From an optimization exercise on the open Yosys and OpenROAD flow, aimed at a short achievable clock period and few clock cycles; shortcuts taken in it are not production practice. In this exercise RTL edits were held to simulation tests only and were not proved equivalent to the original. Power figures rest on the tool's default switching activity, not on a simulated workload.

## flow/design.v (module list and top-level ports; edited modules follow where they fit)
// module mul_stage1: 844 lines
// module mul_stage2: 104 lines
// module MIPSProcessor: 201 lines
module MIPSProcessor (
    input    wire               clk, rst,
    output   wire    [31:0]     imem_addr,
    input    wire    [31:0]     imem_rdata,
    output   wire    [31:0]     dmem_addr,
    output   wire    [31:0]     dmem_wdata,
    output   wire               dmem_we,
    input    wire    [31:0]     dmem_rdata
);
  // ...
==> flow/flow/run.sh <==
#!/bin/bash
# The standard layout, with timing repair aiming past the 12 ns clock:
# repair_timing treats any path with less than SETUP_SLACK_MARGIN of slack
# as failing, so it keeps sizing and buffering the longest paths.
set -euo pipefail
bash standard.sh SETUP_SLACK_MARGIN=8.3 finish > standard_flow.log 2>&1
==> flow/standard.sh <==
#!/bin/bash
# synth_recipe.tcl (not shown) runs the flow's synth.tcl, then flattens the netlist and writes it again
# the make line also repeats each setting of config.mk as NAME=value (left out here)
make -C /OpenROAD-flow-scripts/flow DESIGN_CONFIG=/design/flow/config.mk WORK_HOME=/design/flow/orfs CLKGATE_MAP_FILE= SYNTH_SCRIPT=/design/flow/synth_recipe.tcl "${@:-finish}"
==> flow/config.mk <==
export PLATFORM = sky130hd
export DESIGN_NAME = MIPSProcessor
export DESIGN_NICKNAME = MIPSProcessor
export VERILOG_FILES = /design/flow/design.v
export SDC_FILE = /design/flow/constraint.sdc
export NUM_CORES = 8
export LEC_CHECK = 0
export ABC_CLOCK_PERIOD_IN_PS = 3000
export CAP_MARGIN = 20
export CELL_PAD_IN_SITES_DETAIL_PLACEMENT = 1
export CELL_PAD_IN_SITES_GLOBAL_PLACEMENT = 1
export CORE_MARGIN = 2
export CORE_UTILIZATION = 60
export CTS_BUF_LIST = sky130_fd_sc_hd__clkbuf_16
export CTS_CLUSTER_DIAMETER = 100
export CTS_CLUSTER_SIZE = 25
export SETUP_SLACK_MARGIN = 5
export SLEW_MARGIN = 20
==> flow/constraint.sdc <==
create_clock -name core_clock -period 12.0 [get_ports {clk}]
set_input_delay 2.4000 -clock core_clock [delete_from_list [all_inputs] [get_ports {clk}]]
set_output_delay 2.4000 -clock core_clock [all_outputs]
set_load 0.01 [all_outputs]
==> impl_metrics.tcl, run 1 <==
set metrics [dict create \
    clockRootBuffer "clkbuf_16" \
    switchingPower_mw 3.13 \
    inverters_excl_clock 331 \
    grt_antenna_before_repair 17 \
    dp.cells 8484 \
    synth_top_area_cell "edfxtp_1" \
    clkbuf_count 78 \
    power.group.top "registers" \
    wl_met2_um 161000 \
    tap_cells 1930 \
    setup_violations 0 \
    maxSlewViolCount 0 \
    ir_drop_v 0.000162 \
    max-slew-margin-rel_pct 22.1 \
    cp-start-kind "register" \
    yosys.area.top_type_share_pct 36.7 \
    r2r_slack_ps 8060 \
    met1_length_um 119000 \
    r2r-end "opBE[29]$_DFF_P_" \
    yosysWarnings 1 \
    cts_htree_levels 3 \
    status "no timing/DRC/antenna violations" \
    regArea_mm2 0.0437 \
    seq_share_pct 42.5 \
    grt_setup_unrepaired "yes" \
    initialDrtViolationCount 9613 \
    crit_required_ps 12670 \
    p_leak_nw 37.7 \
    r2r-start "mulRowsM[72]$_DFF_P_" \
    grt_max_degree 82 \
]
Testbench counts, summed over its fixed seeds: cycles 37,178.
==> run 2: changes to the inputs <==
--- a/flow/config.mk
+++ b/flow/config.mk
@@ -10,7 +10,7 @@
 export CELL_PAD_IN_SITES_DETAIL_PLACEMENT = 1
 export CELL_PAD_IN_SITES_GLOBAL_PLACEMENT = 1
 export CORE_MARGIN = 2
-export CORE_UTILIZATION = 60
+export CORE_UTILIZATION = 55
 export CTS_BUF_LIST = sky130_fd_sc_hd__clkbuf_16
 export CTS_CLUSTER_DIAMETER = 100
 export CTS_CLUSTER_SIZE = 25
==> impl_metrics.tcl, run 2 <==
set metrics [dict create \
    status "no timing/DRC/antenna violations" \
    synth-edff-count 1088 \
    start_util_pct 55.4 \
    synth_commonest_cells "1,088 x edfxtp_1, 629 x mux4_2, 485 x dfxtp_1" \
    die_x_um 407 \
    path_max_fanout 7 \
    ys_seq_area_share_pct 48.8 \
    largestRegisters "rf x1024, mulRowsM x100" \
    max-slew-margin-rel_pct 25.2 \
    hold_path.class "register to register" \
    p_comb_share_pct 14.7 \
    p_clk_share_pct 28.4 \
    cts_buffer_depth 3 \
    maxCapViolations 0 \
    synthArstFlopShare_pct 2.72 \
    avgSynthCellArea_um2 13.2 \
    synth.distinct_cells 85 \
    setup_violations 0 \
    track_usage_pct 40.2 \
    ir_drop_v 0.000175 \
    finalHoldViolations 0 \
    crit_required_ps 12600 \
    cts_hold_buf 0 \
    dieHeight_um 407 \
    synth.top_cells.by_area "edfxtp_1 37%, mux4_2 16%, dfxtp_1 11%" \
    cts_htree_levels 3 \
    grt_setup_unrepaired "yes" \
    syn_nets 7175 \
    drc 0 \
    final_common_cell "edfxtp_1" \
    tns_ps 0 \
    vias 65500 \
    via_per_inst 7.10 \
    dp_hpwl_um 208000 \
    cts_num_sinks 1617 \
    grt_overflow 0 \
    post_drt_wl_per_cell_um 37.6 \
    initialDrtViolationCount 8269 \
    top_register "rf" \
    mostFrequentLayoutCells "1,088 x edfxtp_1, 629 x mux4_2, 382 x dfxtp_1" \
    cts_buffers 79 \
    p_leak_nw 37.9 \
    grt_pass1_wl_um 473000 \
    synth_most_common_cell "edfxtp_1" \
    period_share_pct 32.2 \
    rows 147 \
    nets 7434 \
    synthToLayoutAreaGrowth_pct 16.1 \
    drive_above_1_share_pct 30.4 \
    maxSlewViolCount 0 \
    ys.flop_type "edfxtp_1" \
    finalClockSkew_ps 69.5 \
    drt-total-wl_um 347000 \
    firstDrtPassIters 6 \
    power.internal_mw 8.10 \
    cp-start-kind "register" \
    syn_inst 6748 \
    power_density_mw_per_mm2 109 \
    ios 163 \
    worst-setup-path-type "register to register" \
    ys_ff_latch 1617 \
    tightest_slew_ps 1110 \
    cts_tree "built" \
    grt_max_degree 84 \
    dieArea_mm2 0.165 \
    clockRootBuffer "clkbuf_16" \
    postRouteAntennaNets 0 \
    end_kind "register" \
    finalCriticalPeriod_ps 3870 \
    clkSlewWorstSetupHoldPaths_ps 110 \
    syn_area_mm2 0.0891 \
    p_seq_share_pct 56.9 \
    synth_top_area_cell "edfxtp_1" \
    cp.arrival_ps 4460 \
    insertion_delay_ps 790 \
    largest_register_ffs 1024 \
    first_global_vias 65300 \
    switchingPower_mw 3.15 \
    core_area_mm2 0.161 \
    port_buffers 162 \
    swShare_pct 28.0 \
    max_clock_freq_mhz 259 \
    yosys.area.top_type_share_pct 36.7 \
    yosysWarnings 1 \
    place_congestion 0.946 \
    holdWs_ps 354 \
    grt_antenna_before_repair 19 \
]
## run 2: cell counts after synthesis
No cell type changed its count.
## run 2: cell families after synthesis
group,synth area share (%)
AND/OR/NAND/NOR,5.78
buffers and inverters,3.85
multiplexers,20.7
adder cells (fa/ha/maj),6.85
AO/OA/AOI/OAI,9.31
XOR/XNOR,4.76
flip-flops,48.8
## run 2: worst paths after layout
kind,from,end,slack [ps],cells after the start
worst min-delay path,pc4D[1]$_DFFE_PN_,tgtE[1]$_DFF_P_,350,0
worst min register to register,pc4D[1]$_DFFE_PN_,tgtE[1]$_DFF_P_,350,0
min in group asynchronous,rst,eldE$_DFF_PN0_,1780,2
worst max-delay path,mfBME$_DFF_P_,mulRowsM[26]$_DFF_P_,8130,14
max in group asynchronous,rst,mulM$_DFF_PN0_,9690,2
worst max register to register,mfBME$_DFF_P_,mulRowsM[26]$_DFF_P_,8130,14
## run 2: timing repair
action | 4_1_cts | 5_1_grt
resized for setup | 990 | 431
endpoints found under the setup margin | 524 | 265
pin swaps | 86 | 172
cloned | 24 | 25
buffers inserted | 160 | 153
## run 2: critical path, cell delays in order (launching register included)
cell	delay, ps
dfxtp_4	470
buf_12	160
buf_8	120
mux2i_4	370
buf_6	150
buf_6	90
nand2_4	50
nor2_4	220
buf_12	170
buf_16	160
a22oi_1	120
o21ai_0	190
fa_1	520
fa_1	410
fa_1	460
## run 2: power by group through the flow
stage / Sequential (mW) / Clock, mW / Combinational [mW]
2_1_floorplan: 6.39 / 0 / 0.885
3_3_place_gp: 6.51 / 0 / 1.37
3_5_place_dp: 6.52 / 0 / 1.39
4_1_cts: 6.39 / 3.20 / 1.51
5_1_grt: 6.41 / 3.37 / 1.74
6_report: 6.40 / 3.19 / 1.66
## run 2: area by class of cell
class	count	area [um2]
Fill cell	14900	57200
Multi-Input combinational cell	4282	46200
Sequential cell	1617	43700
Timing Repair Buffer	696	7240
Tap cell	2160	2700
Clock buffer	79	1980
Inverter	331	1260
Clock inverter	55	447
Antenna cell	9	22.5
## run 2: routing by layer
metal / GRT usage (%) / wire length [um] / share of wire (%) / vias to the layer above
met5: 0 / 108 / 0.031 / -
met4: 21.5 / 25700 / 7.4 / 14
met3: 8.15 / 36600 / 11 / 1301
met2: 64.1 / 161000 / 46 / 4321
met1: 52.0 / 124000 / 36 / 33800
li1: - / - / - / 26000
## run 2: stage by stage
stage / cells / worst slack [ps] / power (mW) / utilization, % / cell area [um2]
6_report: 9229 / 8130 / 11.2 / 64.4 / 104000
5_1_grt: 9222 / 8120 / 11.5 / 64.4 / 103000
4_1_cts: 9041 / 8160 / 11.1 / 62.1 / 99900
3_5_place_dp: 8723 / 6820 / 7.91 / 58.1 / 93500
3_3_place_gp: 8723 / 6880 / 7.88 / 58.1 / 93500
2_1_floorplan: 6748 / 7670 / 7.28 / - / 89300
==> run 3: changes to the inputs <==
--- a/flow/config.mk
+++ b/flow/config.mk
@@ -7,8 +7,8 @@
 export LEC_CHECK = 0
 export ABC_CLOCK_PERIOD_IN_PS = 3000
 export CAP_MARGIN = 20
-export CELL_PAD_IN_SITES_DETAIL_PLACEMENT = 1
-export CELL_PAD_IN_SITES_GLOBAL_PLACEMENT = 1
+export CELL_PAD_IN_SITES_DETAIL_PLACEMENT = 0
+export CELL_PAD_IN_SITES_GLOBAL_PLACEMENT = 0
 export CORE_MARGIN = 2
 export CORE_UTILIZATION = 55
 export CTS_BUF_LIST = sky130_fd_sc_hd__clkbuf_16
==> impl_metrics.tcl, run 3 <==
set metrics [dict create \
    p_clk_share_pct 28.3 \
    tightest_slew_ps 1120 \
    largestRegisters "rf x1024, mulRowsM x100" \
    drc 0 \
    power_density_mw_per_mm2 110 \
    holdPathStages 0 \
    cp_num_buf_inv 2 \
    postRouteAntennaNets 0 \
    synthArstFlopShare_pct 2.72 \
    p_leak_nw 37.2 \
    max_clock_freq_mhz 258 \
    swShare_pct 27.3 \
    max-slew-margin-rel_pct 25.5 \
    synth_most_common_cell "edfxtp_1" \
    r2r-start "mulRowsM[71]$_DFF_P_" \
    hp-start "pc4D[1]$_DFFE_PN_" \
    dieHeight_um 407 \
    maxSlewViolCount 0 \
    rows 147 \
    ir_drop_v 0.000155 \
    slowest_delay_ps 660 \
    syn_area_mm2 0.0891 \
    end_kind "register" \
    synth_simple_gate_area_share_pct 5.78 \
    grt_overflow 0 \
    ios 163 \
    period_share_pct 32.3 \
    cts_hold_buf 0 \
    crit_required_ps 12530 \
    start_util_pct 55.4 \
    worst-setup-path-type "register to register" \
    cts_num_sinks 1617 \
    setup_violations 0 \
    synth-edff-count 1088 \
    hold_path.class "register to register" \
    critPathMostFrequentCell "fa_2" \
    synth.distinct_cells 85 \
    r2r-end "opBE[28]$_DFF_P_" \
    avgSynthCellArea_um2 13.2 \
    reg2reg_depth 12 \
    ys_ff_latch 1617 \
    r2r_slack_ps 8120 \
    p_seq_share_pct 57.2 \
    synth-xor-area-share_pct 4.76 \
    track_usage_pct 37.3 \
    crit_path_cell_trace "inv_2, fa_2, fa_1, fa_2, fa_2, nor2_4, buf_4, nand3b_1, o21ai_0, o31a_2, mux2i_4, o21ai_0" \
    instances_no_fill 9138 \
    drive_above_1_share_pct 27.5 \
    first_global_vias 60100 \
    synth_top_family_by_area "multiplexers" \
    switchingPower_mw 3.04 \
    dp_hpwl_um 197000 \
    insertion_delay_ps 740 \
    dp.cells 8722 \
    synthMuxAreaShare_pct 20.7 \
    cts_htree_levels 3 \
    p_comb_share_pct 14.4 \
    grt_setup_unrepaired "yes" \
    drt-total-wl_um 316000 \
    yosys.area.top_type_share_pct 36.7 \
    die_x_um 407 \
    initialDrtViolationCount 8373 \
    power.internal_mw 8.11 \
    top_register "rf" \
    yosysWarnings 1 \
    synth_top_area_cell "edfxtp_1" \
    cp.arrival_ps 4410 \
    vias 62500 \
    finalClockSkew_ps 51.4 \
    ys_seq_area_share_pct 48.8 \
    core_area_mm2 0.161 \
    status "no timing/DRC/antenna violations" \
    tns_ps 0 \
    ys.flop_type "edfxtp_1" \
    maxCapViolations 0 \
    firstDrtPassIters 6 \
    syn_inst 6748 \
    clkSlewWorstSetupHoldPaths_ps 110 \
    grt_max_degree 85 \
    final_common_cell "edfxtp_1" \
    clockRootBuffer "clkbuf_16" \
    cp_slowest_cell "fa_2" \
    port_buffers 162 \
    synth-compound-area-share_pct 9.31 \
    place_congestion 0.980 \
    cts_tree "built" \
    largest_register_ffs 1024 \
    cp_top_family "adder cells" \
    post-route-util_pct 63.2 \
    synthToLayoutAreaGrowth_pct 13.9 \
    finalCriticalPeriod_ps 3880 \
    cts_buffers 78 \
    synthAdderAreaFrac_pct 6.85 \
    nets 7349 \
    dieArea_mm2 0.165 \
    synth.top_cells.by_area "edfxtp_1 37%, mux4_2 16%, dfxtp_1 11%" \
    via_per_inst 6.84 \
    mostFrequentLayoutCells "1,088 x edfxtp_1, 629 x mux4_2, 394 x dfxtp_1" \
    path_max_fanout 3 \
    finalHoldViolations 0 \
    cp-start-kind "register" \
    grt_antenna_before_repair 10 \
    cts_buffer_depth 3 \
    syn_nets 7175 \
    post_drt_wl_per_cell_um 34.6 \
    hold_end "tgtE[1]$_DFF_P_" \
    synth_commonest_cells "1,088 x edfxtp_1, 629 x mux4_2, 485 x dfxtp_1" \
    grt_pass1_wl_um 438000 \
]
==> run 3: stage by stage <==
step | cell area [um2] | hold slack (ps) | worst slack [ps] | total power [mW]
2_1_floorplan | 89300 | 323 | 7670 | 7.28
3_3_place_gp | 93400 | 324 | 6880 | 7.88
3_5_place_dp | 93500 | 340 | 6870 | 7.89
4_1_cts | 99200 | 359 | 8150 | 11.1
5_1_grt | 102000 | 373 | 8070 | 11.5
6_report | 102000 | 353 | 8120 | 11.2
==> run 3: layout make-up <==
class	count	area, um2
timing repair buffer	611	6180
inverter	331	1280
multi-input combinational	4283	45300
clock inverter	54	344
clock buffer	81	2030
fill	12300	59200
sequential	1617	43700
antenna	1	2.50
tap	2160	2700
==> run 3: worst max-delay path by stage <==
stage,to,cells past startpoint,from
after floorplan,pcF[8]$_SDFFE_PN0P_,11,imem_rdata[0]
after global placement,pcF[2]$_SDFFE_PN0P_,12,imem_rdata[0]
after detailed placement,pcF[2]$_SDFFE_PN0P_,12,imem_rdata[0]
after CTS,opBE[31]$_DFF_P_,15,mulRowsM[70]$_DFF_P_
after global routing,opBE[31]$_DFF_P_,14,mulRowsM[70]$_DFF_P_
final,opBE[28]$_DFF_P_,12,mulRowsM[71]$_DFF_P_
==> run 3: cell families after synthesis <==
| kind of cell | count (synthesis) |
|---|---|
| DFF | 1617 |
| AOI/OAI and AO/OA | 1257 |
| and+or+nand+nor | 1135 |
| muxes | 1040 |
| buffers and inverters | 854 |
| xor gates and xnor gates | 484 |
| adders and majority gates | 361 |
==> run 3: layer usage <==
metal  GRT usage, %  routed length (um)  vias to the layer above
met5              0                  39                        -
met4           18.1               18700                        6
met3           6.95               31500                      840
met2           58.4              146000                     3801
met1           50.6              120000                    32000
li1               -                   -                    25800
==> run 3: power groups by stage <==
stage	Clock (mW)	Combinational (mW)	Sequential, mW
final	3.16	1.61	6.38
after global routing	3.38	1.68	6.40
after CTS	3.20	1.49	6.37
after detailed placement	0	1.38	6.51
after global placement	0	1.37	6.51
after floorplan	0	0.885	6.39
==> run 3: repair_timing <==
item                                   CTS  global route
setup endpoints to repair              519           234
buffers inserted                       132           111
cloned                                  20            17
endpoints found under the hold margin    0             0
gates resized for setup                928           240
pin swaps                               83            98
==> run 3: worst reg2reg max path, cell delays in order (launching register included) <==
cell      delay (ps)
dfxtp_1          320
inv_2             40
fa_2             590
fa_1             450
fa_2             380
fa_2             660
nor2_4            80
buf_4            140
nand3b_1          60
o21ai_0          100
o31a_2           410
mux2i_4          270
o21ai_0          200
==> run 4: changes to the inputs <==
--- a/flow/config.mk
+++ b/flow/config.mk
@@ -10,7 +10,7 @@
 export CELL_PAD_IN_SITES_DETAIL_PLACEMENT = 0
 export CELL_PAD_IN_SITES_GLOBAL_PLACEMENT = 0
 export CORE_MARGIN = 2
-export CORE_UTILIZATION = 55
+export CORE_UTILIZATION = 45
 export CTS_BUF_LIST = sky130_fd_sc_hd__clkbuf_16
 export CTS_CLUSTER_DIAMETER = 100
 export CTS_CLUSTER_SIZE = 25
==> impl_metrics.tcl, run 4 <==
set metrics [dict create \
    status "no timing/DRC/antenna violations" \
    dieHeight_um 449 \
    synth.distinct_cells 85 \
    syn_nets 7175 \
    end_kind "register" \
    reg2reg_depth 15 \
    final_common_cell "edfxtp_1" \
    via_per_inst 6.48 \
    ys_ff_latch 1617 \
    holdWs_ps 353 \
    dp.cells 9188 \
    synth_top_area_cell "edfxtp_1" \
    rows 163 \
    drt-total-wl_um 310000 \
    grt_setup_unrepaired "yes" \
    firstDrtPassIters 7 \
    syn_inst 6748 \
    grt_max_degree 68 \
    top_layer_used "met4" \
    met1_length_um 120000 \
    max_clock_freq_mhz 243 \
    period_share_pct 34.3 \
    finalClockSkew_ps 67.6 \
    port_buffers 162 \
    place_area_mm2 0.0939 \
    avgSynthCellArea_um2 13.2 \
    clockRootBuffer "clkbuf_16" \
    synth.top_cells.by_area "edfxtp_1 37%, mux4_2 16%, dfxtp_1 11%" \
    synth-edff-count 1088 \
    wl_met3_um 28000 \
    grt_pass1_wl_um 435000 \
    synth_commonest_cells "1,088 x edfxtp_1, 629 x mux4_2, 485 x dfxtp_1" \
    largestRegisters "rf x1024, mulRowsM x100" \
    ys.flop_type "edfxtp_1" \
    yosys.area.top_type_share_pct 36.7 \
    r2r-end "mAE[29]$_DFF_P_" \
    drc 0 \
    vias 62300 \
    drive_above_1_share_pct 28.0 \
    design_area_mm2 0.102 \
    p_leak_nw 37.2 \
    nets 7345 \
    setup_violations 0 \
    ir_drop_v 0.000112 \
    first_global_vias 60300 \
    worst-setup-path-type "input port to register" \
    synthArstFlopShare_pct 2.72 \
    startpoint "dmem_rdata[31]" \
    post_drt_wl_per_cell_um 32.3 \
    tightest_slew_ps 1300 \
    synthToLayoutAreaGrowth_pct 15.0 \
    core_area_mm2 0.197 \
    power_density_mw_per_mm2 108 \
    wl_met2_um 143000 \
    maxSlewViolCount 0 \
    r2r-start "mulRowsM[70]$_DFF_P_" \
    grt_overflow 0 \
    initialDrtViolationCount 8247 \
    dieArea_mm2 0.202 \
    insertion_delay_ps 790 \
    cts_tree "built" \
    ios 163 \
    maxCapViolations 0 \
    dp_hpwl_um 190000 \
    tns_ps 0 \
    crit_end "opBE[31]$_DFF_P_" \
    clkSlewWorstSetupHoldPaths_ps 100 \
    r2r_slack_ps 8190 \
    mostFrequentLayoutCells "1,088 x edfxtp_1, 629 x mux4_2, 379 x nor2_1" \
    finalHoldViolations 0 \
    cp-start-kind "input port" \
    cts_num_sinks 1617 \
    postRouteAntennaNets 0 \
    largest_register_ffs 1024 \
    cts_buffer_depth 3 \
    cp.arrival_ps 4730 \
    hold_path.class "register to register" \
    syn_area_mm2 0.0891 \
    place_ws_ps 6870 \
    cts_htree_levels 3 \
    yosysWarnings 1 \
    setup_slack_ps 7880 \
    grt_antenna_before_repair 11 \
    die_x_um 449 \
    path_max_fanout 3 \
    synth_most_common_cell "edfxtp_1" \
    instances_no_fill 9605 \
    finalCriticalPeriod_ps 4120 \
    top_register "rf" \
    cts_buffers 79 \
    start_util_pct 45.2 \
    track_usage_pct 29.6 \
    place_congestion 0.933 \
    ys_seq_area_share_pct 48.8 \
    max-slew-margin-rel_pct 11.8 \
    hp-start "pc4D[1]$_DFFE_PN_" \
    crit_required_ps 12610 \
]
==> run 4: cell counts after synthesis <==
Identical to the previous run, type by type.
==> run 4: cells by family (layout without fill, tap and decap cells) <==
| kind of cell | after synthesis | in the layout | share of synthesized area, % |
|---|---|---|---|
| xor+xnor | 484 | 484 | 4.76 |
| flops | 1617 | 1617 | 48.8 |
| mux | 1040 | 1041 | 20.7 |
| simple gates | 1135 | 1139 | 5.78 |
| buf+inv | 854 | 1057 | 3.85 |
| fa+ha+maj | 361 | 361 | 6.85 |
| compound gates | 1257 | 1257 | 9.31 |
| other cells | 0 | 9 | 0 |
==> run 4: how the worst min path moves through the flow <==
stage,cells past startpoint,end
floorplan,0,tgtE[0]$_DFF_P_
global placement,0,tgtE[1]$_DFF_P_
detailed placement,0,tgtE[0]$_DFF_P_
CTS,0,tgtE[1]$_DFF_P_
global route,0,tgtE[0]$_DFF_P_
finish,0,tgtE[1]$_DFF_P_
==> run 4: cell type report <==
cell class	count	area [um2]
Clock inverter	40	378
Clock buffer	79	1980
Fill cell	16500	94600
Antenna cell	9	22.5
Sequential cell	1617	43700
Multi-Input combinational cell	4282	45300
Tap cell	2640	3300
Timing Repair Buffer	607	6470
Inverter	331	1270
==> run 4: report_power, final <==
part,switching [mW],internal [mW],leakage [nW]
Clock,1.90,1.27,1.23
Sequential,0.299,6.14,14.8
Combinational,0.803,0.660,21.2
Total,3.00,8.07,37.2
==> run 4: critical path, stage by stage <==
cell and delay [ps]:
clkdlybuf4s50_1 510, a211oi_1 1070, a311oi_1 110, o211ai_1 160, buf_4 210, mux2_4 210, o21ai_4 60
==> run 4: repair_timing <==
action                     in CTS  in global routing
gates cloned                   20                 19
setup endpoints to repair     499                211
buffers inserted              131                118
pin swaps                      61                108
hold buffers                    0                  0
gates resized for setup       923                316
==> run 4: metal layers <==
| metal | GRT usage, % | up-vias |
|---|---|---|
| met5 | 0 | - |
| met4 | 14.7 | 0 |
| met3 | 4.67 | 820 |
| met2 | 46.9 | 3548 |
| met1 | 39.8 | 32100 |
| li1 | - | 25800 |
==> run 4: stage by stage <==
| step | total power [mW] | utilization (%) |
|---|---|---|
| floorplan | 7.28 | - |
| global placement | 7.83 | 47.7 |
| detailed placement | 7.84 | 47.7 |
| CTS | 11.0 | 50.5 |
| global route | 11.4 | 52.0 |
| finish | 11.1 | 52.0 |
==> run 5: changes to the inputs <==
--- a/flow/config.mk
+++ b/flow/config.mk
@@ -10,7 +10,7 @@
 export CELL_PAD_IN_SITES_DETAIL_PLACEMENT = 0
 export CELL_PAD_IN_SITES_GLOBAL_PLACEMENT = 0
 export CORE_MARGIN = 2
-export CORE_UTILIZATION = 45
+export CORE_UTILIZATION = 52
 export CTS_BUF_LIST = sky130_fd_sc_hd__clkbuf_16
 export CTS_CLUSTER_DIAMETER = 100
 export CTS_CLUSTER_SIZE = 25
==> impl_metrics.tcl, run 5 <==
set metrics [dict create \
    cts_buffer_depth 3 \
    synth_most_common_cell "edfxtp_1" \
    largest_register_ffs 1024 \
    cts_buffers 79 \
    core_area_mm2 0.170 \
    drc 0 \
    post-route-util_pct 60.5 \
    postRouteAntennaNets 0 \
    firstDrtPassIters 7 \
    port_buffers 162 \
    rows 151 \
    cp-start-kind "register" \
    finalHoldViolations 0 \
    synth.distinct_cells 85 \
    path_max_fanout 4 \
    vias 62300 \
    die_x_um 418 \
    via_per_inst 6.77 \
    nets 7370 \
    ys_ff_latch 1617 \
    place_ws_ps 6810 \
    drive_above_1_share_pct 28.9 \
    final.fill_count 13200 \
    finalCriticalPeriod_ps 3900 \
    end_kind "register" \
    status "no timing/DRC/antenna violations" \
    final_common_cell "edfxtp_1" \
    dp_hpwl_um 187000 \
    ys_seq_area_share_pct 48.8 \
    cts_tree "built" \
    synthArstFlopShare_pct 2.72 \
    setup_violations 0 \
    ios 163 \
    synth_commonest_cells "1,088 x edfxtp_1, 629 x mux4_2, 485 x dfxtp_1" \
    avgSynthCellArea_um2 13.2 \
    syn_inst 6748 \
    cts_num_sinks 1617 \
    finalPower_mw 11.1 \
    ir_drop_v 0.000121 \
    drt-total-wl_um 308000 \
    setup_slack_ps 8100 \
    place_area_mm2 0.0934 \
    grt_setup_unrepaired "yes" \
    initialDrtViolationCount 7580 \
    tns_ps 0 \
    start_util_pct 52.5 \
    finalClockSkew_ps 33.8 \
    ys.flop_type "edfxtp_1" \
    max-slew-margin-rel_pct 26.5 \
    crit_required_ps 12630 \
    track_usage_pct 34.1 \
    period_share_pct 32.5 \
    mostFrequentLayoutCells "1,088 x edfxtp_1, 629 x mux4_2, 380 x nor2_1" \
    power_density_mw_per_mm2 108 \
    synthToLayoutAreaGrowth_pct 15.2 \
    design_area_mm2 0.103 \
    yosys.area.top_type_share_pct 36.7 \
    insertion_delay_ps 770 \
    syn_area_mm2 0.0891 \
    dieArea_mm2 0.175 \
    worst-setup-path-type "register to register" \
    cp.arrival_ps 4530 \
    tightest_slew_ps 1090 \
    grt_antenna_before_repair 10 \
    first_global_vias 59700 \
    grt_max_degree 90 \
    post_drt_wl_per_cell_um 33.5 \
    grt_overflow 0 \
    clockRootBuffer "clkbuf_16" \
    clkSlewWorstSetupHoldPaths_ps 100 \
    multi_input_area_mm2 0.0458 \
    maxSlewViolCount 0 \
    hold_path.class "register to register" \
    max_clock_freq_mhz 257 \
    synth-edff-count 1088 \
    synth_top_area_cell "edfxtp_1" \
    syn_nets 7175 \
    yosysWarnings 1 \
    cts_htree_levels 3 \
    p_leak_nw 37.4 \
    place_congestion 0.946 \
    regArea_mm2 0.0437 \
    synth.top_cells.by_area "edfxtp_1 37%, mux4_2 16%, dfxtp_1 11%" \
    dieHeight_um 418 \
    maxCapViolations 0 \
    top_register "rf" \
    largestRegisters "rf x1024, mulRowsM x100" \
    grt_pass1_wl_um 430000 \
]
run 5: cell types whose count changed in the layout (fill, tap and decap cells not counted), sizes merged, moves of 3 or more:
cell / delta
buf: +25
dlygate4sd2: -10
clkbuf: -5
clkdlybuf4s15: +5
clkinv: -4
clkinvlp: +3
diode: -3
dlymetal6s2s: +3
nand2: +3
run 5: worst paths after layout:
kind                                 startpoint         endpoint  slack [ps]  cells after the start
setup / recovery           mulRowsM[72]$_DFF_P_  sdM[30]$_DFF_P_        8100                     15
hold / removal                pc4D[1]$_DFFE_PN_  tgtE[1]$_DFF_P_         360                      0
setup reg to reg           mulRowsM[72]$_DFF_P_  sdM[30]$_DFF_P_        8100                     15
hold reg to reg               pc4D[1]$_DFFE_PN_  tgtE[1]$_DFF_P_         360                      0
max in group asynchronous                   rst   mulM$_DFF_PN0_        9760                      2
min in group asynchronous                   rst   vD$_DFFE_PN0P_        1720                      2
run 5: area by class of cell:
cell class                 instances  share of cell area (%)
clock inverter                    39                   0.328
sequential                      1617                    42.6
tap                             2218                    2.70
inverter                         331                    1.23
multi-input combinational       4287                    44.6
timing repair buffer             627                    6.61
antenna                            6                  0.0146
clock buffer                      79                    1.92
run 5: cells by family (layout without fill, tap and decap cells):
kind of cell,count (synthesis),count (layout),synth area share [%]
compound gates,1257,1257,9.31
xor+xnor,484,484,4.76
fa+ha+maj,361,361,6.85
buf+inv,854,1076,3.85
flops,1617,1617,48.8
mux,1040,1041,20.7
other cells,0,6,0
simple gates,1135,1144,5.78
run 5: through the flow:
stage | cells | hold WS, ps
4_1_cts | 9023 | 355
3_3_place_gp | 8769 | 324
2_1_floorplan | 6748 | 323
5_1_grt | 9203 | 359
6_report | 9204 | 355
3_5_place_dp | 8769 | 336
run 5: repair_timing:
item                       4_1_cts  5_1_grt
cloned                          26       20
setup buffers                  110      155
hold buffers                     0        0
gates resized for setup       1012      364
pin swaps                       71      141
setup endpoints to repair      519      224
run 5: layer usage:
| metal | GRT usage, % | up-vias | share of wire, % |
|---|---|---|---|
| li1 | - | 25900 | - |
| met1 | 46.7 | 32000 | 39 |
| met2 | 54.7 | 3592 | 47 |
| met3 | 5.35 | 792 | 9.2 |
| met4 | 14.0 | 2 | 5.4 |
| met5 | 0 | - | 0.0039 |
run 5: where the power goes:
group | switching [mW] | internal [mW] | total, mW
combinational | 0.827 | 0.682 | 1.51
clock | 1.89 | 1.24 | 3.14
sequential | 0.287 | 6.14 | 6.42
total | 3.01 | 8.06 | 11.1
run 5: worst max-delay path, stage by stage, from the launching register on:
cell	delay [ps]
dfxtp_2	330
inv_2	30
fa_1	580
fa_1	450
fa_2	360
fa_2	510
nor2_4	150
nand2_4	90
buf_6	120
buf_6	110
a21oi_4	190
nand3_2	120
a31oi_4	220
buf_12	160
nand2_1	50
a22o_1	280
==> run 6: changes to the inputs <==
--- a/flow/config.mk
+++ b/flow/config.mk
@@ -10,7 +10,7 @@
 export CELL_PAD_IN_SITES_DETAIL_PLACEMENT = 0
 export CELL_PAD_IN_SITES_GLOBAL_PLACEMENT = 0
 export CORE_MARGIN = 2
-export CORE_UTILIZATION = 52
+export CORE_UTILIZATION = 50
 export CTS_BUF_LIST = sky130_fd_sc_hd__clkbuf_16
 export CTS_CLUSTER_DIAMETER = 100
 export CTS_CLUSTER_SIZE = 25
==> impl_metrics.tcl, run 6 <==
set metrics [dict create \
    cp_top_family "compound AO/OA/AOI/OAI gates" \
    cp_num_buf_inv 2 \
    worst-setup-path-type "input port to register" \
    first_global_vias 59500 \
    cts_buffers 79 \
    ys_ff_latch 1617 \
    vias 62100 \
    nets 7344 \
    slowest_delay_ps 640 \
    synth-edff-count 1088 \
    synthToLayoutAreaGrowth_pct 14.5 \
    place_area_mm2 0.0936 \
    via_per_inst 6.67 \
    crit_path_cell_trace "clkdlybuf4s50_1, a211oi_1, a311oi_1, o211ai_1, buf_4, mux2_4, o21ai_2" \
    status "no timing/DRC/antenna violations" \
    initialDrtViolationCount 8160 \
    cp_slowest_cell "clkdlybuf4s50_1" \
    cts_num_sinks 1617 \
    period_share_pct 31.9 \
    largestRegisters "rf x1024, mulRowsM x100" \
    synth.distinct_cells 85 \
    track_usage_pct 33.1 \
    p_leak_nw 37.2 \
    firstDrtPassIters 6 \
    avgSynthCellArea_um2 13.2 \
    yosysWarnings 1 \
    cts_tree "built" \
    syn_inst 6748 \
    start_util_pct 50.4 \
    synth_top_area_cell "edfxtp_1" \
    multi_input_area_mm2 0.0454 \
    cp.arrival_ps 4480 \
    port_buffers 162 \
    maxCapViolations 0 \
    synth.top_cells.by_area "edfxtp_1 37%, mux4_2 16%, dfxtp_1 11%" \
    syn_area_mm2 0.0891 \
    regArea_mm2 0.0438 \
    top_register "rf" \
    core_area_mm2 0.177 \
    ir_drop_v 0.000135 \
    cts_htree_levels 3 \
    postRouteAntennaNets 0 \
    ys_seq_area_share_pct 48.8 \
    dieArea_mm2 0.182 \
    clockRootBuffer "clkbuf_16" \
    maxSlewViolCount 0 \
    final_common_cell "edfxtp_1" \
    dieHeight_um 426 \
    hp-start "pc4D[0]$_DFFE_PN_" \
    drt-total-wl_um 308000 \
    insertion_delay_ps 750 \
    startpoint "dmem_rdata[31]" \
    place_congestion 0.958 \
    grt_overflow 0 \
    drc 0 \
    cp-start-kind "input port" \
    post_drt_wl_per_cell_um 33.1 \
    synthArstFlopShare_pct 2.72 \
    setup_violations 0 \
    tns_ps 0 \
    end_kind "register" \
    finalClockSkew_ps 39.8 \
    path_max_fanout 3 \
    synth_most_common_cell "edfxtp_1" \
    largest_register_ffs 1024 \
    tightest_slew_ps 1200 \
    final.fill_count 13900 \
    synth_commonest_cells "1,088 x edfxtp_1, 629 x mux4_2, 485 x dfxtp_1" \
    cts_buffer_depth 3 \
    max_clock_freq_mhz 261 \
    grt_pass1_wl_um 432000 \
    power_density_mw_per_mm2 108 \
    post-route-util_pct 57.8 \
    design_area_mm2 0.102 \
    mostFrequentLayoutCells "1,088 x edfxtp_1, 629 x mux4_2, 377 x nor2_1" \
    die_x_um 426 \
    hold_path.class "register to register" \
    r2r-start "mulRowsM[89]$_DFF_P_" \
    finalPower_mw 11.1 \
    rows 154 \
    dp_hpwl_um 191000 \
    drive_above_1_share_pct 27.8 \
    grt_setup_unrepaired "yes" \
    max-slew-margin-rel_pct 19.4 \
    clkSlewWorstSetupHoldPaths_ps 100 \
    syn_nets 7175 \
    finalCriticalPeriod_ps 3830 \
    finalHoldViolations 0 \
    ys.flop_type "edfxtp_1" \
    yosys.area.top_type_share_pct 36.7 \
    grt_antenna_before_repair 11 \
    grt_max_degree 77 \
    ios 163 \
    crit_required_ps 12650 \
]
[run 6: cells by family (layout without fill, tap and decap cells)]
family                   after synthesis  in the layout  synth area share, %
flip-flops                          1617           1617                 48.8
AO/OA/AOI/OAI                       1257           1257                 9.31
AND/OR/NAND/NOR                     1135           1140                 5.78
multiplexers                        1040           1041                 20.7
buffers and inverters                854           1063                 3.85
XOR/XNOR                             484            485                 4.76
adder cells (fa/ha/maj)              361            361                 6.85
other                                  0              6                    0
[run 6: worst paths after layout]
check | end | slack [ps] | depth (start not counted)
max | opBE[31]$_DFF_P_ | 8170 | 7
min | tgtE[0]$_DFF_P_ | 360 | 0
max reg2reg | opBE[31]$_DFF_P_ | 8200 | 13
min reg2reg | tgtE[0]$_DFF_P_ | 360 | 0
max in group asynchronous | rfv[12]$_DFFE_PN0P_ | 9740 | 2
min in group asynchronous | vD$_DFFE_PN0P_ | 1730 | 2
[run 6: per-stage QoR]
stage | worst slack, ps | cells | hold WS [ps]
floorplan | 7670 | 6748 | 323
global placement | 6740 | 8889 | 326
detailed placement | 6730 | 8890 | 334
CTS | 8150 | 9164 | 366
global route | 8070 | 9309 | 371
finish | 8170 | 9310 | 364
[run 6: metal layers]
metal / share of wire (%) / track usage, %
met5: 0.0042 / 0
met4: 5.7 / 14.5
met3: 9.6 / 5.42
met2: 46 / 52.1
met1: 39 / 45.6
[run 6: timing repair]
item / in CTS / in global routing
buffers inserted: 128 / 123
gates resized for setup: 950 / 317
cloned: 18 / 16
endpoints found under the setup margin: 518 / 264
pin swaps: 58 / 94
hold buffers: 0 / 0
[run 6: final cells by class]
class	instances	area share (%)
Antenna cell	6	0.0147
Clock buffer	80	1.96
Clock inverter	48	0.348
Inverter	331	1.23
Multi-Input combinational cell	4284	44.5
Sequential cell	1617	42.9
Tap cell	2340	2.87
Timing Repair Buffer	603	6.25
Timing Repair inverter	1	0.00735
[run 6: report_power, final]
group / internal [mW] / leakage [nW] / switching [mW] / total (mW)
clock: 1.27 / 1.26 / 1.88 / 3.14
sequential: 6.14 / 14.8 / 0.289 / 6.42
combinational: 0.663 / 21.2 / 0.820 / 1.48
==> run 7: changes to the inputs <==
--- a/flow/config.mk
+++ b/flow/config.mk
@@ -14,5 +14,6 @@
 export CTS_BUF_LIST = sky130_fd_sc_hd__clkbuf_16
 export CTS_CLUSTER_DIAMETER = 100
 export CTS_CLUSTER_SIZE = 25
+export PLACE_DENSITY = 0.7
 export SETUP_SLACK_MARGIN = 5
 export SLEW_MARGIN = 20
==> impl_metrics.tcl, run 7 <==
set metrics [dict create \
    drt-total-wl_um 303000 \
    end_kind "register" \
    drive_above_1_share_pct 27.9 \
    synth_top_area_cell "edfxtp_1" \
    synthArstFlopShare_pct 2.72 \
    synth.top_cells.by_area "edfxtp_1 37%, mux4_2 16%, dfxtp_1 11%" \
    status "no timing/DRC/antenna violations" \
    rows 154 \
    insertion_delay_ps 770 \
    maxCapViolations 0 \
    top_register "rf" \
    synthToLayoutAreaGrowth_pct 14.8 \
    maxSlewViolCount 0 \
    finalClockSkew_ps 45.9 \
    ios 163 \
    crit_path_cell_trace "clkdlybuf4s50_1, mux2i_1, nor2_1, a31oi_4, buf_4, a21oi_2, nor2b_1" \
    grt_overflow 0 \
    dieHeight_um 426 \
    clockRootBuffer "clkbuf_16" \
    r2r_slack_ps 8190 \
    synth.distinct_cells 85 \
    ys_ff_latch 1617 \
    track_usage_pct 32.5 \
    regArea_mm2 0.0437 \
    cts_hold_buf 0 \
    mostFrequentLayoutCells "1,088 x edfxtp_1, 629 x mux4_2, 385 x nor2_1" \
    yosys.area.top_type_share_pct 36.7 \
    multi_input_area_mm2 0.0454 \
    place_congestion 0.979 \
    cts_tree "built" \
    avgSynthCellArea_um2 13.2 \
    syn_area_mm2 0.0891 \
    cts_htree_levels 3 \
    dieArea_mm2 0.182 \
    postRouteAntennaNets 0 \
    core_area_mm2 0.177 \
    via_per_inst 6.85 \
    hp-start "pc4D[1]$_DFFE_PN_" \
    largest_register_ffs 1024 \
    r2r-start "mulRowsM[72]$_DFF_P_" \
    r2r-end "opBE[31]$_DFF_P_" \
    syn_nets 7175 \
    slowest_delay_ps 630 \
    final_common_cell "edfxtp_1" \
    ys_seq_area_share_pct 48.8 \
    tightest_slew_ps 1170 \
    synth-edff-count 1088 \
    tns_ps 0 \
    nets 7347 \
    vias 63800 \
    crit_required_ps 12610 \
    syn_inst 6748 \
    holdPathStages 0 \
    dp_hpwl_um 188000 \
    grt_setup_unrepaired "yes" \
    hold_end "tgtE[1]$_DFF_P_" \
    path_max_fanout 3 \
    initialDrtViolationCount 9879 \
    die_x_um 426 \
    final.fill_count 13500 \
    yosysWarnings 1 \
    design_area_mm2 0.102 \
    clkSlewWorstSetupHoldPaths_ps 100 \
    synth_most_common_cell "edfxtp_1" \
    worst-setup-path-type "input port to register" \
    firstDrtPassIters 12 \
    ys.flop_type "edfxtp_1" \
    synth_commonest_cells "1,088 x edfxtp_1, 629 x mux4_2, 485 x dfxtp_1" \
    post_drt_wl_per_cell_um 32.5 \
    hold_path.class "register to register" \
    start_util_pct 50.4 \
    grt_antenna_before_repair 18 \
    grt_pass1_wl_um 430000 \
    place_area_mm2 0.0935 \
    ir_drop_v 0.000100 \
    power_density_mw_per_mm2 108 \
    max_clock_freq_mhz 259 \
    cts_num_sinks 1617 \
    max-slew-margin-rel_pct 19.8 \
    finalHoldViolations 0 \
    finalCriticalPeriod_ps 3860 \
    drc 0 \
    reg2reg_depth 14 \
    grt_max_degree 83 \
    cts_buffers 80 \
    port_buffers 162 \
    largestRegisters "rf x1024, mulRowsM x100" \
    cp.arrival_ps 4470 \
    period_share_pct 32.2 \
    first_global_vias 61400 \
    setup_violations 0 \
    p_leak_nw 37.3 \
    cp_slowest_cell "mux2i_1" \
    cts_buffer_depth 3 \
    cp-start-kind "input port" \
]
[run 7: cell count changes in the layout (fill, tap and decap cells not counted), sizes merged, moves of 2 or more]
cell	delta
dlygate4sd2	+7
clkinv	-3
bufbuf	+8
buf	-5
clkinvlp	+2
clkbuf	-7
diode	+4
[run 7: logic make-up (layout without fill, tap and decap cells)]
kind of cell,after synthesis,after routing,share of synthesized area (%)
multiplexers,1040,1040,20.7
flip-flops,1617,1617,48.8
adder cells (fa/ha/maj),361,361,6.85
other,0,10,0
buffers and inverters,854,1065,3.85
XOR/XNOR,484,484,4.76
AND/OR/NAND/NOR,1135,1140,5.78
AO/OA/AOI/OAI,1257,1257,9.31
[run 7: how the worst max path moves through the flow]
stage,from,endpoint,slack (ps)
after CTS,mulRowsM[72]$_DFF_P_,opBE[31]$_DFF_P_,8220
after detailed placement,register,mAE[17]$_DFF_P_,6930
final,dmem_rdata[30],mAE[30]$_DFF_P_,8140
after global placement,register,mAE[17]$_DFF_P_,6970
after global routing,mfBME$_DFF_P_,mulRowsM[18]$_DFF_P_,7980
after floorplan,imem_rdata[0],pcF[8]$_SDFFE_PN0P_,7670
[run 7: layer usage]
metal | GRT usage, % | vias up | part of all wire, %
met2 | 50.2 | 4679 | 45
met1 | 43.0 | 32100 | 36
met4 | 17.3 | 14 | 7.1
li1 | - | 25800 | -
met3 | 7.22 | 1133 | 12
met5 | 0 | - | 0.035
[run 7: timing repair]
item,CTS,global route
setup endpoints to repair,498,251
pin swaps,71,96
buffers inserted,154,103
resized for setup,955,304
cloned,26,12
[run 7: worst max-delay path, delay by kind of cell]
family | cells | cell delay, ps
buffers and inverters | 2 | 730
multiplexers | 1 | 630
AO/OA/AOI/OAI | 2 | 370
AND/OR/NAND/NOR | 2 | 320
[run 7: power breakdown]
part           internal (mW)  switching (mW)
clock network           1.27            1.91
logic                  0.662           0.810
registers               6.14           0.307
total                   8.07            3.02
[run 7: through the flow]
step | worst slack, ps | hold WS, ps | cells | total power [mW] | utilization [%]
3_3_place_gp | 6970 | 328 | 8882 | 7.82 | 52.9
2_1_floorplan | 7670 | 323 | 6748 | 7.28 | -
6_report | 8140 | 348 | 9314 | 11.1 | 57.9
4_1_cts | 8220 | 351 | 9188 | 11.0 | 56.4
5_1_grt | 7980 | 361 | 9309 | 11.4 | 57.9
3_5_place_dp | 6930 | 335 | 8882 | 7.83 | 52.9
[run 7: final cells by class]
cell class,instances,share of cell area [%]
Timing Repair Buffer,607,6.37
Inverter,331,1.23
Clock inverter,45,0.339
Antenna cell,10,0.0245
Tap cell,2340,2.86
Clock buffer,81,1.98
Timing Repair inverter,1,0.00734
Sequential cell,1617,42.8
Multi-Input combinational cell,4282,44.4
==> run 8: changes to the inputs <==
--- a/flow/config.mk
+++ b/flow/config.mk
@@ -14,6 +14,6 @@
 export CTS_BUF_LIST = sky130_fd_sc_hd__clkbuf_16
 export CTS_CLUSTER_DIAMETER = 100
 export CTS_CLUSTER_SIZE = 25
-export PLACE_DENSITY = 0.7
+export GPL_ROUTABILITY_DRIVEN = 0
 export SETUP_SLACK_MARGIN = 5
 export SLEW_MARGIN = 20
==> impl_metrics.tcl, run 8 <==
set metrics [dict create \
    drive_above_1_share_pct 29.6 \
    synth_most_common_cell "edfxtp_1" \
    period_share_pct 31.8 \
    grt_max_degree 91 \
    drc 0 \
    status "no timing/DRC/antenna violations" \
    mostFrequentLayoutCells "1,088 x edfxtp_1, 629 x mux4_2, 375 x dfxtp_1" \
    firstDrtPassIters 7 \
    cts_hold_buf 0 \
    start_util_pct 50.4 \
    ys_ff_latch 1617 \
    setup_violations 0 \
    rows 154 \
    path_max_fanout 6 \
    ir_drop_v 0.000114 \
    cts_buffer_depth 3 \
    swShare_pct 27.2 \
    dp_hpwl_um 186000 \
    tns_ps 0 \
    synthArstFlopShare_pct 2.72 \
    r2r_slack_ps 8180 \
    postRouteAntennaNets 0 \
    vias 62800 \
    synth-edff-count 1088 \
    ys_seq_area_share_pct 48.8 \
    cts_tree "built" \
    die_x_um 426 \
    clockRootBuffer "clkbuf_16" \
    instances_no_fill 9343 \
    grtUsageMet3_pct 6.75 \
    yosys.area.top_type_share_pct 36.7 \
    max_clock_freq_mhz 262 \
    busiest_layer "met2" \
    yosysWarnings 1 \
    switchingPower_mw 3.02 \
    track_usage_pct 33.2 \
    nets 7387 \
    port_buffers 162 \
    use_met1_pct 44.9 \
    synth.top_cells.by_area "edfxtp_1 37%, mux4_2 16%, dfxtp_1 11%" \
    maxSlewViolCount 0 \
    initialDrtViolationCount 8707 \
    via_per_inst 6.72 \
    dp.cells 8879 \
    first_global_vias 60500 \
    synth_commonest_cells "1,088 x edfxtp_1, 629 x mux4_2, 485 x dfxtp_1" \
    synth.distinct_cells 85 \
    hold_path.class "register to register" \
    cts_num_sinks 1617 \
    p_leak_nw 37.5 \
    syn_nets 7175 \
    dieArea_mm2 0.182 \
    grt_setup_unrepaired "yes" \
    final_common_cell "edfxtp_1" \
    core_area_mm2 0.177 \
    max-slew-margin-rel_pct 12.5 \
    top_register "rf" \
    grt_antenna_before_repair 9 \
    clkSlewWorstSetupHoldPaths_ps 110 \
    grt_overflow 0 \
    tightest_slew_ps 1290 \
    dieHeight_um 426 \
    finalHoldViolations 0 \
    cp.arrival_ps 4430 \
    cp-start-kind "register" \
    ios 163 \
    p_seq_share_pct 58.0 \
    p_comb_share_pct 13.7 \
    maxCapViolations 0 \
    ys.flop_type "edfxtp_1" \
    cts_htree_levels 3 \
    met2_usage_pct 51.8 \
    post_drt_wl_per_cell_um 33.3 \
    end_kind "register" \
    avgSynthCellArea_um2 13.2 \
    synth_top_area_cell "edfxtp_1" \
    p_clk_share_pct 28.3 \
    synthToLayoutAreaGrowth_pct 15.8 \
    final.fill_count 13800 \
    insertion_delay_ps 780 \
    grt_pass1_wl_um 435000 \
    drt-total-wl_um 311000 \
    largest_register_ffs 1024 \
    crit_required_ps 12600 \
    syn_area_mm2 0.0891 \
    largestRegisters "rf x1024, mulRowsM x100" \
    power.internal_mw 8.08 \
    finalClockSkew_ps 61.6 \
    cts_buffers 78 \
    power_density_mw_per_mm2 108 \
    finalCriticalPeriod_ps 3820 \
    worst-setup-path-type "register to register" \
    syn_inst 6748 \
]
run 8: cell counts after synthesis:
No cell type changed its count.
run 8: repair_timing:
item,4_1_cts,5_1_grt
gates cloned,30,17
setup buffers,160,133
endpoints found under the setup margin,528,242
pin swaps,93,156
hold endpoints to repair,0,0
gates resized for setup,1010,397
run 8: power groups by stage:
stage	clock network (mW)	logic, mW	registers, mW
2_1_floorplan	0	0.885	6.39
3_3_place_gp	0	1.28	6.56
3_5_place_dp	0	1.28	6.57
4_1_cts	3.19	1.40	6.43
5_1_grt	3.35	1.61	6.45
6_report	3.14	1.53	6.44
run 8: cells by family (layout without fill, tap and decap cells):
| family | after synthesis | after routing | share of synthesized area, % |
|---|---|---|---|
| flip-flops | 1617 | 1617 | 48.8 |
| AO/OA/AOI/OAI | 1257 | 1257 | 9.31 |
| AND/OR/NAND/NOR | 1135 | 1145 | 5.78 |
| multiplexers | 1040 | 1041 | 20.7 |
| buffers and inverters | 854 | 1093 | 3.85 |
| XOR/XNOR | 484 | 485 | 4.76 |
| adder cells (fa/ha/maj) | 361 | 361 | 6.85 |
| other | 0 | 4 | 0 |
run 8: path summary, 6_finish.rpt:
path                                    from                    to  cells past startpoint
max in group asynchronous                rst   rfv[25]$_DFFE_PN0P_                      2
max reg2reg                    mfBME$_DFF_P_  mulRowsM[73]$_DFF_P_                     14
min reg2reg                pc4D[1]$_DFFE_PN_       tgtE[1]$_DFF_P_                      0
max                            mfBME$_DFF_P_  mulRowsM[73]$_DFF_P_                     14
min in group asynchronous                rst         weM$_DFF_PN0_                      2
min                        pc4D[1]$_DFFE_PN_       tgtE[1]$_DFF_P_                      0
run 8: per-stage QoR:
step | power [mW] | hold WS [ps] | util [%] | setup slack [ps] | cell area (um2)
after floorplan | 7.28 | 323 | - | 7670 | 89300
after global placement | 7.83 | 327 | 52.9 | 6620 | 93500
after detailed placement | 7.84 | 333 | 52.9 | 6570 | 93500
after CTS | 11.0 | 349 | 56.6 | 8170 | 100000
after global routing | 11.4 | 366 | 58.4 | 8120 | 103000
final | 11.1 | 348 | 58.4 | 8180 | 103000
run 8: layer usage:
metal / routed length [um] / part of all wire (%)
met1: 119000 / 38
met5: 68 / 0.022
met3: 32100 / 10
met2: 142000 / 46
met4: 18800 / 6.0
run 8: layout make-up:
class | instances | area (um2) | share of cell area [%]
Antenna cell | 4 | 10.0 | 0.00970
Clock buffer | 79 | 1980 | 1.92
Clock inverter | 40 | 343 | 0.332
Inverter | 331 | 1270 | 1.23
Multi-Input combinational cell | 4289 | 46000 | 44.6
Timing Repair Buffer | 643 | 6870 | 6.66
Tap cell | 2340 | 2930 | 2.84
Sequential cell | 1617 | 43800 | 42.4
run 8: critical path: stages (launching register included):
cell	delay [ps]
dfxtp_4	410
buf_6	140
buf_16	140
buf_6	120
mux2i_4	180
buf_12	190
buf_12	150
or3_4	450
buf_6	160
o22ai_2	160
a21oi_2	50
fa_1	490
fa_1	510
inv_1	50
fa_1	430
==> run 9: changes to the inputs <==
--- a/flow/config.mk
+++ b/flow/config.mk
@@ -12,8 +12,7 @@
 export CORE_MARGIN = 2
 export CORE_UTILIZATION = 50
 export CTS_BUF_LIST = sky130_fd_sc_hd__clkbuf_16
-export CTS_CLUSTER_DIAMETER = 100
-export CTS_CLUSTER_SIZE = 25
-export GPL_ROUTABILITY_DRIVEN = 0
+export CTS_CLUSTER_DIAMETER = 120
+export CTS_CLUSTER_SIZE = 20
 export SETUP_SLACK_MARGIN = 5
 export SLEW_MARGIN = 20
==> impl_metrics.tcl, run 9 <==
set metrics [dict create \
    slowest_delay_ps 820 \
    worst-setup-path-type "input port to register" \
    max_clock_freq_mhz 252 \
    setup_violations 0 \
    crit_required_ps 12590 \
    status "no timing/DRC/antenna violations" \
    postRouteAntennaNets 0 \
    syn_area_mm2 0.0891 \
    yosys.area.top_type_share_pct 36.7 \
    via_per_inst 6.66 \
    use_met1_pct 45.7 \
    busiest_layer "met2" \
    ys.flop_type "edfxtp_1" \
    critPathMostFrequentCell "o21ai_2" \
    synth_top_area_cell "edfxtp_1" \
    die_x_um 426 \
    vias 62300 \
    synthArstFlopShare_pct 2.72 \
    firstDrtPassIters 6 \
    synth_most_common_cell "edfxtp_1" \
    yosysWarnings 1 \
    cts_hold_buf 0 \
    dp_hpwl_um 191000 \
    synth_commonest_cells "1,088 x edfxtp_1, 629 x mux4_2, 485 x dfxtp_1" \
    grt_overflow 0 \
    first_global_vias 59800 \
    crit_path_cell_trace "clkdlybuf4s50_1, a211oi_1, a311oi_1, o211ai_1, buf_4, inv_2, o21ai_2, o21ai_2" \
    port_buffers 162 \
    power_density_mw_per_mm2 109 \
    initialDrtViolationCount 8265 \
    end_kind "register" \
    finalPower_mw 11.2 \
    clkSlewWorstSetupHoldPaths_ps 90 \
    maxCapViolations 0 \
    maxSlewViolCount 0 \
    synthToLayoutAreaGrowth_pct 15.4 \
    p_leak_nw 37.7 \
    drc 0 \
    met2_usage_pct 52.3 \
    syn_nets 7175 \
    cts_num_sinks 1617 \
    max-slew-margin-rel_pct 21.1 \
    ir_drop_v 0.000137 \
    core_area_mm2 0.177 \
    dieArea_mm2 0.182 \
    avgSynthCellArea_um2 13.2 \
    hold_path.class "register to register" \
    synth.top_cells.by_area "edfxtp_1 37%, mux4_2 16%, dfxtp_1 11%" \
    period_share_pct 33.0 \
    track_usage_pct 33.3 \
    cts_htree_levels 3 \
    ys_ff_latch 1617 \
    nets 7377 \
    ios 163 \
    place_area_mm2 0.0936 \
    drive_above_1_share_pct 28.2 \
    cts_buffers 91 \
    cts_tree "built" \
    ys_seq_area_share_pct 48.8 \
    grtUsageMet3_pct 5.59 \
    synth-edff-count 1088 \
    insertion_delay_ps 790 \
    path_max_fanout 3 \
    grt_pass1_wl_um 435000 \
    grt_antenna_before_repair 11 \
    design_area_mm2 0.103 \
    cp-start-kind "input port" \
    grt_max_degree 77 \
    largest_register_ffs 1024 \
    mostFrequentLayoutCells "1,088 x edfxtp_1, 629 x mux4_2, 379 x nor2_1" \
    cts_buffer_depth 3 \
    post_drt_wl_per_cell_um 33.1 \
    largestRegisters "rf x1024, mulRowsM x100" \
    syn_inst 6748 \
    tightest_slew_ps 1170 \
    tns_ps 0 \
    place_congestion 0.958 \
    grt_setup_unrepaired "yes" \
    drt-total-wl_um 309000 \
    cp_slowest_cell "a211oi_1" \
    finalHoldViolations 0 \
    cp.arrival_ps 4550 \
    rows 154 \
    finalCriticalPeriod_ps 3960 \
    synth.distinct_cells 85 \
    dieHeight_um 426 \
    finalClockSkew_ps 51.4 \
    clockRootBuffer "clkbuf_16" \
    top_register "rf" \
    final_common_cell "edfxtp_1" \
    start_util_pct 50.4 \
]
-- run 9: changes by cell type in the layout (fill, tap and decap cells not counted), moves of 8 or more --
cell | previous run | this run
o22ai_1 | 106 | 114
clkbuf_16 | 88 | 100
buf_2 | 70 | 47
fa_2 | 22 | 12
fa_1 | 189 | 199
a21oi_2 | 43 | 32
a21oi_1 | 282 | 294
inv_1 | 331 | 361
nand2_1 | 313 | 322
-- run 9: path summary, 6_finish.rpt --
| kind | startpoint | endpoint | slack (ps) | cells past startpoint |
|---|---|---|---|---|
| setup / recovery | dmem_rdata[31] | sdM[31]$_DFF_P_ | 8040 | 8 |
| hold / removal | pc4D[1]$_DFFE_PN_ | tgtE[1]$_DFF_P_ | 360 | 0 |
| setup reg to reg | mulRowsM[72]$_DFF_P_ | opBE[29]$_DFF_P_ | 8230 | 14 |
| hold reg to reg | pc4D[1]$_DFFE_PN_ | tgtE[1]$_DFF_P_ | 360 | 0 |
| max in group asynchronous | rst | rfv[26]$_DFFE_PN0P_ | 9750 | 2 |
| min in group asynchronous | rst | vD$_DFFE_PN0P_ | 1720 | 2 |
-- run 9: cell families after synthesis --
kind of cell | count (synthesis) | synth area share (%)
xor+xnor | 484 | 4.76
fa+ha+maj | 361 | 6.85
flops | 1617 | 48.8
simple gates | 1135 | 5.78
compound gates | 1257 | 9.31
buf+inv | 854 | 3.85
mux | 1040 | 20.7
-- run 9: layout make-up --
class | count | area, um2
inverter | 331 | 1260
fill | 13800 | 73800
clock buffer | 92 | 2300
tap | 2340 | 2930
multi-input combinational | 4284 | 45400
timing repair buffer | 624 | 6830
timing repair inverter | 1 | 7.51
antenna | 7 | 17.5
sequential | 1617 | 43800
clock inverter | 53 | 360
-- run 9: timing repair --
| item | 4_1_cts | 5_1_grt |
|---|---|---|
| pin swaps | 65 | 85 |
| gates cloned | 22 | 12 |
| resized for setup | 1008 | 317 |
| endpoints found under the setup margin | 521 | 236 |
| setup buffers | 153 | 119 |
-- run 9: report_power, final --
| part | leakage (nW) | switching, mW | internal (mW) |
|---|---|---|---|
| clock | 1.45 | 1.93 | 1.41 |
| sequential | 14.8 | 0.290 | 6.13 |
| combinational | 21.4 | 0.818 | 0.658 |
| total | 37.7 | 3.03 | 8.20 |
-- run 9: per-layer routing --
layer  part of all wire [%]  up-vias  routed length [um]
li1                       -    25900                   -
met1                     39    32000              121000
met2                     46     3601              143000
met3                    9.2      713               28400
met4                    5.4        2               16800
met5                 0.0042        -                  13
-- run 9: critical path: cells and delay by family --
family                 cells  cell delay, ps
AOI/OAI and AO/OA          5            1330
buffers and inverters      3             800
-- run 9: through the flow --
step,utilization (%),std cells,hold slack (ps),setup WS [ps]
after global routing,58.2,9348,367,8090
after global placement,52.9,8889,326,6740
after floorplan,-,6748,323,7670
final,58.2,9349,360,8040
after detailed placement,53.0,8890,334,6730
after CTS,56.7,9210,363,8130
==> run 10: changes to the inputs <==
--- a/flow/config.mk
+++ b/flow/config.mk
@@ -10,7 +10,7 @@
 export CELL_PAD_IN_SITES_DETAIL_PLACEMENT = 0
 export CELL_PAD_IN_SITES_GLOBAL_PLACEMENT = 0
 export CORE_MARGIN = 2
-export CORE_UTILIZATION = 50
+export CORE_UTILIZATION = 60
 export CTS_BUF_LIST = sky130_fd_sc_hd__clkbuf_16
 export CTS_CLUSTER_DIAMETER = 120
 export CTS_CLUSTER_SIZE = 20
==> impl_metrics.tcl, run 10 <==
set metrics [dict create \
    status "no timing/DRC/antenna violations" \
    crit_required_ps 12680 \
    core_area_mm2 0.148 \
    r2r-end "opBE[29]$_DFF_P_" \
    reg2reg_depth 14 \
    multi_input_area_mm2 0.0453 \
    finalHoldViolations 0 \
    place_congestion 0.996 \
    dieHeight_um 389 \
    synthArstFlopShare_pct 2.72 \
    p_leak_nw 37.6 \
    clockRootBuffer "clkbuf_16" \
    clkSlewWorstSetupHoldPaths_ps 100 \
    synth_most_common_cell "edfxtp_1" \
    track_usage_pct 39.9 \
    drc 0 \
    cts_tree "built" \
    grt_setup_unrepaired "yes" \
    cts_buffer_depth 3 \
    wl_met2_um 143000 \
    cts_buffers 90 \
    largestRegisters "rf x1024, mulRowsM x100" \
    cp-start-kind "register" \
    synth.top_cells.by_area "edfxtp_1 37%, mux4_2 16%, dfxtp_1 11%" \
    ys.flop_type "edfxtp_1" \
    nets 7386 \
    firstDrtPassIters 10 \
    ios 163 \
    synth_commonest_cells "1,088 x edfxtp_1, 629 x mux4_2, 485 x dfxtp_1" \
    r2r_slack_ps 7970 \
    grt_max_degree 113 \
    yosys.area.top_type_share_pct 36.7 \
    dp.cells 8491 \
    maxSlewViolCount 0 \
    crit_path_cell_trace "inv_2, fa_1, fa_1, fa_2, fa_2, nor2_4, nand2_4, o21bai_1, inv_1, o31ai_2, xor2_1, a21oi_2, mux2_4, o21ai_4" \
    synthToLayoutAreaGrowth_pct 14.3 \
    path_max_fanout 4 \
    cts_num_sinks 1617 \
    grt_overflow 0 \
    max_clock_freq_mhz 248 \
    regArea_mm2 0.0437 \
    first_global_vias 61000 \
    end_kind "register" \
    wl_met3_um 35500 \
    synth.distinct_cells 85 \
    top_register "rf" \
    period_share_pct 33.6 \
    insertion_delay_ps 770 \
    tightest_slew_ps 1100 \
    syn_area_mm2 0.0891 \
    finalCriticalPeriod_ps 4030 \
    post_drt_wl_per_cell_um 34.9 \
    avgSynthCellArea_um2 13.2 \
    hold_path.class "register to register" \
    initialDrtViolationCount 8901 \
    die_x_um 389 \
    maxCapViolations 0 \
    place_area_mm2 0.0931 \
    via_per_inst 7.13 \
    top_layer_used "met5" \
    largest_register_ffs 1024 \
    setup_violations 0 \
    holdPathStages 0 \
    instances_no_fill 8944 \
    tns_ps 0 \
    mostFrequentLayoutCells "1,088 x edfxtp_1, 629 x mux4_2, 384 x dfxtp_1" \
    syn_inst 6748 \
    drt-total-wl_um 312000 \
    ys_seq_area_share_pct 48.8 \
    finalClockSkew_ps 29.3 \
    yosysWarnings 1 \
    met1_length_um 113000 \
    dieArea_mm2 0.152 \
    final.fill_count 10300 \
    hold_end "tgtE[1]$_DFF_P_" \
    slowest_delay_ps 550 \
    start_util_pct 60.4 \
    syn_nets 7175 \
    design_area_mm2 0.102 \
    drive_above_1_share_pct 27.8 \
    synth-edff-count 1088 \
    cp_slowest_cell "fa_1" \
    ys_ff_latch 1617 \
    rows 141 \
    vias 63800 \
    cts_htree_levels 3 \
    port_buffers 162 \
    max-slew-margin-rel_pct 25.4 \
    r2r-start "mulRowsM[72]$_DFF_P_" \
    grt_pass1_wl_um 434000 \
    postRouteAntennaNets 0 \
    cp.arrival_ps 4710 \
    worst-setup-path-type "register to register" \
    hp-start "pc4D[1]$_DFFE_PN_" \
    dp_hpwl_um 189000 \
    synth_top_area_cell "edfxtp_1" \
    power_density_mw_per_mm2 110 \
    grt_antenna_before_repair 11 \
    ir_drop_v 0.000148 \
    final_common_cell "edfxtp_1" \
]
-- run 10: cell count changes in the layout (fill, tap and decap cells not counted), moves of 15 or more --
cell	previous run	this run
mux2i_1	209	227
buf_2	47	74
buf_4	303	320
buf_12	80	59
mux2i_2	36	20
buf_6	83	61
o21ai_1	20	38
o21ai_0	169	154
-- run 10: layer usage --
layer  vias up  track usage [%]
li1      25900                -
met1     32300             53.5
met2      4450             62.9
met3      1085             7.93
met4         8             19.7
met5         -                0
-- run 10: cells by family (layout without fill, tap and decap cells) --
logic type | Yosys count | count (layout) | synth area share, %
other | 0 | 2 | 0
DFF | 1617 | 1617 | 48.8
AOI/OAI and AO/OA | 1257 | 1257 | 9.31
and+or+nand+nor | 1135 | 1142 | 5.78
buffers and inverters | 854 | 1110 | 3.85
adders and majority gates | 361 | 361 | 6.85
muxes | 1040 | 1041 | 20.7
xor gates and xnor gates | 484 | 484 | 4.76
-- run 10: metrics by stage --
step / util (%) / total power [mW] / hold WS (ps) / setup slack (ps)
6_report: 69.0 / 11.2 / 344 / 7970
2_1_floorplan: - / 7.28 / 323 / 7670
4_1_cts: 67.0 / 11.1 / 351 / 8030
5_1_grt: 69.0 / 11.5 / 355 / 7970
3_3_place_gp: 63.1 / 7.85 / 325 / 6850
3_5_place_dp: 63.1 / 7.86 / 333 / 6790
-- run 10: repair_timing --
item	in CTS	in global routing
hold endpoints to repair	0	0
hold buffers	0	0
setup buffers	131	132
pin swaps	63	94
endpoints found under the setup margin	538	248
resized for setup	940	331
cloned	20	21
-- run 10: worst max-delay path by stage --
| stage | startpoint | endpoint | slack, ps | cells after the start |
|---|---|---|---|---|
| after global placement | imem_rdata[0] | pcF[2]$_SDFFE_PN0P_ | 6850 | 12 |
| after floorplan | imem_rdata[0] | pcF[8]$_SDFFE_PN0P_ | 7670 | 11 |
| after global routing | mulRowsM[72]$_DFF_P_ | sdM[31]$_DFF_P_ | 7970 | 17 |
| after CTS | mulRowsM[72]$_DFF_P_ | opBE[29]$_DFF_P_ | 8030 | 14 |
| after detailed placement | imem_rdata[0] | pcF[2]$_SDFFE_PN0P_ | 6790 | 12 |
| final | mulRowsM[72]$_DFF_P_ | opBE[29]$_DFF_P_ | 7970 | 14 |
-- run 10: final cells by class --
type / instances / share of cell area, %
Antenna cell: 2 / 0.00491
Timing Repair Buffer: 634 / 6.45
Sequential cell: 1617 / 42.9
Multi-Input combinational cell: 4285 / 44.4
Clock inverter: 53 / 0.324
Inverter: 331 / 1.24
Tap cell: 1930 / 2.37
Clock buffer: 92 / 2.26
-- run 10: critical path, delay by kind of cell (launching register included) --
kind | cells | cell delay [ps]
AO/OA/AOI/OAI | 4 | 580
adder cells (fa/ha/maj) | 4 | 1930
AND/OR/NAND/NOR | 2 | 260
flip-flops | 1 | 330
multiplexers | 1 | 390
XOR/XNOR | 1 | 350
buffers and inverters | 2 | 110
-- run 10: power breakdown --
group / switching, mW / internal (mW) / total (mW)
Combinational: 0.858 / 0.661 / 1.52
Sequential: 0.270 / 6.14 / 6.41
Clock: 1.88 / 1.40 / 3.29

[afterwards: timing with drivers on the ports]
Ports are ideal in the flow. The routed layouts listed here were re-timed in OpenROAD.
Step 1 assumes that a clkbuf_16 drives the clock port and a buf_2 every other input.
Step 2, shift: input delay + t, output delay - t, t = (earliest + latest rising clock arrival at the registers) / 2. This alone moves slack from input paths to output paths.
Three values: ideal, step 1, step 2; two values: the first two.
run	t (ns)	slack for setup (ns)	worst slew at a driven data input, ns	pins driven straight from the clock port
run 1	0.843	8.063 / 8.063 / 7.317	0.07	1
run 2	0.843	8.133 / 8.133 / 7.373	0.09	1
run 3	0.801	8.119 / 8.119 / 7.400	0.08	1
run 4	0.853	7.879 / 7.934 / 7.082	0.15	1
run 5	0.852	8.101 / 8.101 / 7.421	0.15	1
run 6	0.818	8.172 / 8.196 / 7.396	0.14	1
run 7	0.817	8.141 / 8.180 / 7.379	0.13	1
run 8	0.835	8.180 / 8.155 / 7.376	0.14	1
run 9	0.846	8.039 / 8.097 / 7.251	0.14	1
run 10	0.835	7.967 / 7.967 / 7.349	0.08	1
After both steps setup and hold are still met in every run listed. The setup slack of run 8, which loses most, moves by -0.025 ns with the drivers and by -0.804 ns with both steps.
